From an optimization exercise on the open Yosys and OpenROAD flow, aimed at small area; shortcuts taken in it are not production practice.
Only simulation tests tie the RTL to the original design; equivalence was not proved.
The flow treats the clock pin as an ideal source. Dropping or thinning the clock tree relies on that and would not hold on a real chip.
No activity file was given, so power comes from the tool's default toggle rates.

== run a ==
==> flow/design.v <==
module blink_led_BlinkLED
(
  input  clk,
  input  reset,
  input  led_in,
  input  led_we,
  output  led_out,
  output  run_busy,
  input  run_req
);
  localparam [2:0] ST_IDLE  = 3'b000;
  localparam [2:0] ST_EXIT  = 3'b001;
  localparam [2:0] ST_WAIT0 = 3'b010;
  localparam [2:0] ST_WAIT1 = 3'b011;
  localparam [2:0] ST_RUN0  = 3'b100;
  localparam [2:0] ST_RUN1  = 3'b110;
  localparam [24:0] POL  = 25'h09a66b6;
  localparam [24:0] LA   = 25'h0a00157;
  localparam [24:0] LB   = 25'h0a80055;
  localparam [24:0] TERM = 25'h0c3006e;
  localparam [24:0] ID   = 25'h1618037;
  localparam [24:0] TMASK = 25'h1ffbfff;
  localparam [24:0] NEED = 25'h12e018a;
  localparam [24:0] FREE = 25'h0555524;
  reg  [2:0]  st;
  reg         req_d;
  reg         led;
  reg  [24:0] cnt;      
  wire        run     = st[2];
  wire        ph      = st[1];
  wire [24:0] x       = cnt ^ POL;
  wire        term    = ((x ^ TERM) & TMASK) == 25'd0;
  wire        req_any = run_req | req_d;
  wire        restart = run_req & ~req_d & (run | (st[1:0] == 2'b00));
  wire        go      = run & ~restart & ~reset;
  assign led_out  = led;
  assign run_busy = ~(~st[2] & st[1] & ~st[0]);
  always @(posedge clk) begin
    if (reset) begin
      st    <= ST_IDLE;
      req_d <= 1'b0;
      led   <= 1'b0;
    end else begin
      req_d <= run_req;
      if (restart)
        st <= ST_WAIT1;
      else if (run)
        st <= {2'b10 | {1'b0, ph ^ term}, 1'b0};
      else case (st[1:0])
        2'b00:   st <= ST_EXIT;
        2'b01:   st <= ST_WAIT0;
        default: st <= req_any ? ST_RUN0 : ST_WAIT0;
      endcase
      if (term)
        led <= ~ph;
      else if (led_we)
        led <= led_in;
    end
  end
  wire [24:0] step = {x[23:0], x[24] ^ x[2]};
  wire [24:0] load = ph ? LB : LA;
  wire [24:0] nrun = term ? ((load & NEED) | (step & ~NEED)) : step;
  always @(posedge clk)
    cnt <= (go ? nrun : ((ID & ~FREE) | (nrun & FREE))) ^ POL;
endmodule
==> flow/config.mk <==
export PLATFORM = sky130hd
export DESIGN_NAME = blink_led_BlinkLED
export DESIGN_NICKNAME = blink_led_BlinkLED
export VERILOG_FILES = /design/flow/design.v
export SDC_FILE = /design/flow/constraint.sdc
export NUM_CORES = 4
export LEC_CHECK = 0
export CAP_MARGIN = 0
export CORE_AREA = 2.3 2.72 59.8 59.84
export DIE_AREA = 0 0 62.1 62.1
export SLEW_MARGIN = 0
==> flow/constraint.sdc <==
create_clock -name core_clock -period 5.0 [get_ports {clk}]
set_input_delay 1.0000 -clock core_clock [delete_from_list [all_inputs] [get_ports {clk}]]
set_output_delay 1.0000 -clock core_clock [all_outputs]
set_load 0.01 [all_outputs]
standard.sh (not shown) runs the stock make flow with config.mk's settings and CLKGATE_MAP_FILE= SYNTH_SCRIPT=/design/flow/synth_recipe.tcl, a recipe that flattens the netlist after the stock synthesis.
==> flow/flow/run.sh <==
#!/bin/bash
# Layout flow: the standard synthesis script and ORFS flow, with
#  - synthesis run with an area-oriented ABC mapping script (abc_area.script,
#    used in place of ORFS's abc_speed.script; everything else in synthesis,
#    including synth_recipe.tcl, is unchanged, so the registers and their names
#    are those of the standard synthesis),
#  - port buffers of the smallest buffer cell (buf_1),
#  - a clock tree of one buffer at the flip-flops' centre (cts_hook.tcl)
#    instead of TritonCTS's H-tree (which builds five buffers for 30 sinks).
# Each step's full output goes to its own log here; ORFS's own per-stage
# logs are under orfs/logs/.
set -euo pipefail
W=$(pwd)
rm -rf "$W/scripts_area"
cp -r "$FLOW_HOME/scripts" "$W/scripts_area"
cp "$W/flow/abc_area.script" "$W/scripts_area/abc_speed.script"
bash standard.sh "SCRIPTS_DIR=$W/scripts_area" synth > "$W/synth.log" 2>&1
bash standard.sh \
  "BUFFER_PORTS_ARGS=-buffer_cell sky130_fd_sc_hd__buf_1" \
  "PRE_CTS_TCL=$W/flow/cts_hook.tcl" \
  finish > "$W/layout.log" 2>&1
==> flow/flow/abc_area.script <==
strash
&get -n
&fraig -x
&put
scorr
dc2
dretime
strash
&get -n
&dch -f
&nf -R 1000
&put
dnsize
==> flow/flow/cts_hook.tcl <==
# Sourced by ORFS's cts.tcl before it calls clock_tree_synthesis. Replaces
# that call: the clock port drives one buf_12 placed at the centre of the
# flip-flops, which drives every flip-flop clock pin (all sinks see the same
# single buffer, so no register is skewed against another).
rename clock_tree_synthesis orfs_clock_tree_synthesis
proc clock_tree_synthesis {args} {
  set block [ord::get_db_block]
  set net [$block findNet clk]
  set n 0
  set sx 0
  set sy 0
  foreach it [$net getITerms] {
    set inst [$it getInst]
    set bb [$inst getBBox]
    set sx [expr {$sx + ([$bb xMin] + [$bb xMax]) / 2}]
    set sy [expr {$sy + ([$bb yMin] + [$bb yMax]) / 2}]
    incr n
  }
  set dbu [$block getDbUnitsPerMicron]
  set x [expr {double($sx) / $n / $dbu}]
  set y [expr {double($sy) / $n / $dbu}]
  puts "clock buffer for $n sinks at ($x, $y)"
  insert_buffer -buffer_cell sky130_fd_sc_hd__buf_12 -net clk \
    -location [list $x $y] -buffer_name clkbuf_root -net_name clk_root
  set_propagated_clock [all_clocks]
}
Input changes introduced in run b (baseline for comparison: run a):
==> flow/design.v <==
module blink_led_BlinkLED
(
  input  clk,
  input  reset,
  input  led_in,
  input  led_we,
  output  led_out,
  output  run_busy,
  input  run_req
);
  localparam integer PB = 23;
  localparam [1:0] C_IDLE = 2'b01, C_EXIT = 2'b00, C_WAIT0 = 2'b11, C_WAIT1 = 2'b10;
  localparam [24:0] POL  = 25'h09a66b6;
  localparam [24:0] LA   = 25'h0a00157;
  localparam [24:0] LB   = 25'h0a80055;
  localparam [24:0] TERM = 25'h0c3006e;
  localparam [24:0] ID   = 25'h1618037;
  localparam [24:0] TMASK = 25'h1ffbfff;
  localparam [24:0] NEED = 25'h12e018a;
  localparam [24:0] FREE = 25'h0555524;
  reg         run;
  reg         ph;
  reg         req_d;
  reg         led;
  reg  [24:0] cnt;      
  wire [24:0] x       = cnt ^ POL;
  wire        pin     = x[PB] == ID[PB];
  wire [1:0]  code    = {ph, pin};
  wire        s_idle  = ~run & (code == C_IDLE);
  wire        s_exit  = ~run & (code == C_EXIT);
  wire        s_wait  = ~run & ((code == C_WAIT0) | (code == C_WAIT1));
  wire        term    = ((x ^ TERM) & TMASK) == 25'd0;
  wire        req_any = run_req | req_d;
  wire        restart = run_req & ~req_d & (run | s_idle);
  wire        go      = run & ~restart & ~reset;
  wire        start   = s_wait & req_any;
  wire [1:0]  ncode   = reset   ? C_IDLE :
                        restart ? C_WAIT1 :
                        start   ? 2'b01 :
                        s_idle  ? C_EXIT : C_WAIT0;
  assign led_out  = led;
  assign run_busy = ~(~run & (code == C_WAIT0));
  always @(posedge clk) begin
    if (reset) begin
      run   <= 1'b0;
      req_d <= 1'b0;
      led   <= 1'b0;
    end else begin
      req_d <= run_req;
      run   <= go | start;
      if (term)
        led <= ~ph;
      else if (led_we)
        led <= led_in;
    end
    ph <= go ? ph ^ term : ncode[1];
  end
  wire [24:0] idle = (ID & ~FREE) ^ (ncode[0] ? 25'd0 : (25'd1 << PB));
  wire [24:0] step = {x[23:0], x[24] ^ x[2]};
  wire [24:0] load = ph ? LB : LA;
  wire [24:0] nrun = term ? ((load & NEED) | (step & ~NEED)) : step;
  always @(posedge clk)
    cnt <= (go ? nrun : (idle | (nrun & FREE))) ^ POL;
endmodule
### Flow results
Run a has a higher sequential share of layout area than run b.
Compared with run a, run b shows a higher clock network fraction of total power.
Power (run a / run b): 1.08
Going from run a to run b, area share of and/or/nand/nor cells after synthesis lost 0.76 points; number of vias after detailed routing lost about 3.3%; met1 layer wirelength in the final routing moved down; final area went down by 2.7%; wire length went down.
Having completed the whole flow, run b delivered a layout that passed the timing, design-rule and antenna checks.
No run of this note takes its clock network from TritonCTS; it comes from the design's own scripts or RTL.

static timing again, ports no longer ideal:
How much do the figures lean on ideal ports? The routed layouts below were timed once more, with nothing changed but the port constraints. Step 1 (the two cells are an assumption about what drives the block):
set clk [get_ports {clk}]
set_driving_cell -lib_cell sky130_fd_sc_hd__clkbuf_16 $clk
set_driving_cell -lib_cell sky130_fd_sc_hd__buf_2 [delete_from_list [all_inputs] $clk]
Step 2 times the ports against the registers' clock, not the clock port: input delays grow and output delays shrink by t, the midpoint of the rising clock arrivals with the driver on. a / b / c = no drivers / after step 1 / after step 2; a / b = the first two.
run	t, ns	slack for setup (ns)	worst slew at a driven data input, ns	cell pins on the clock port's net
run a	0.167	2.561 / 2.561 / 2.561	0.03	1
run b	0.161	2.549 / 2.549 / 2.549	0.03	1
After both steps setup and hold are still met in every run listed.
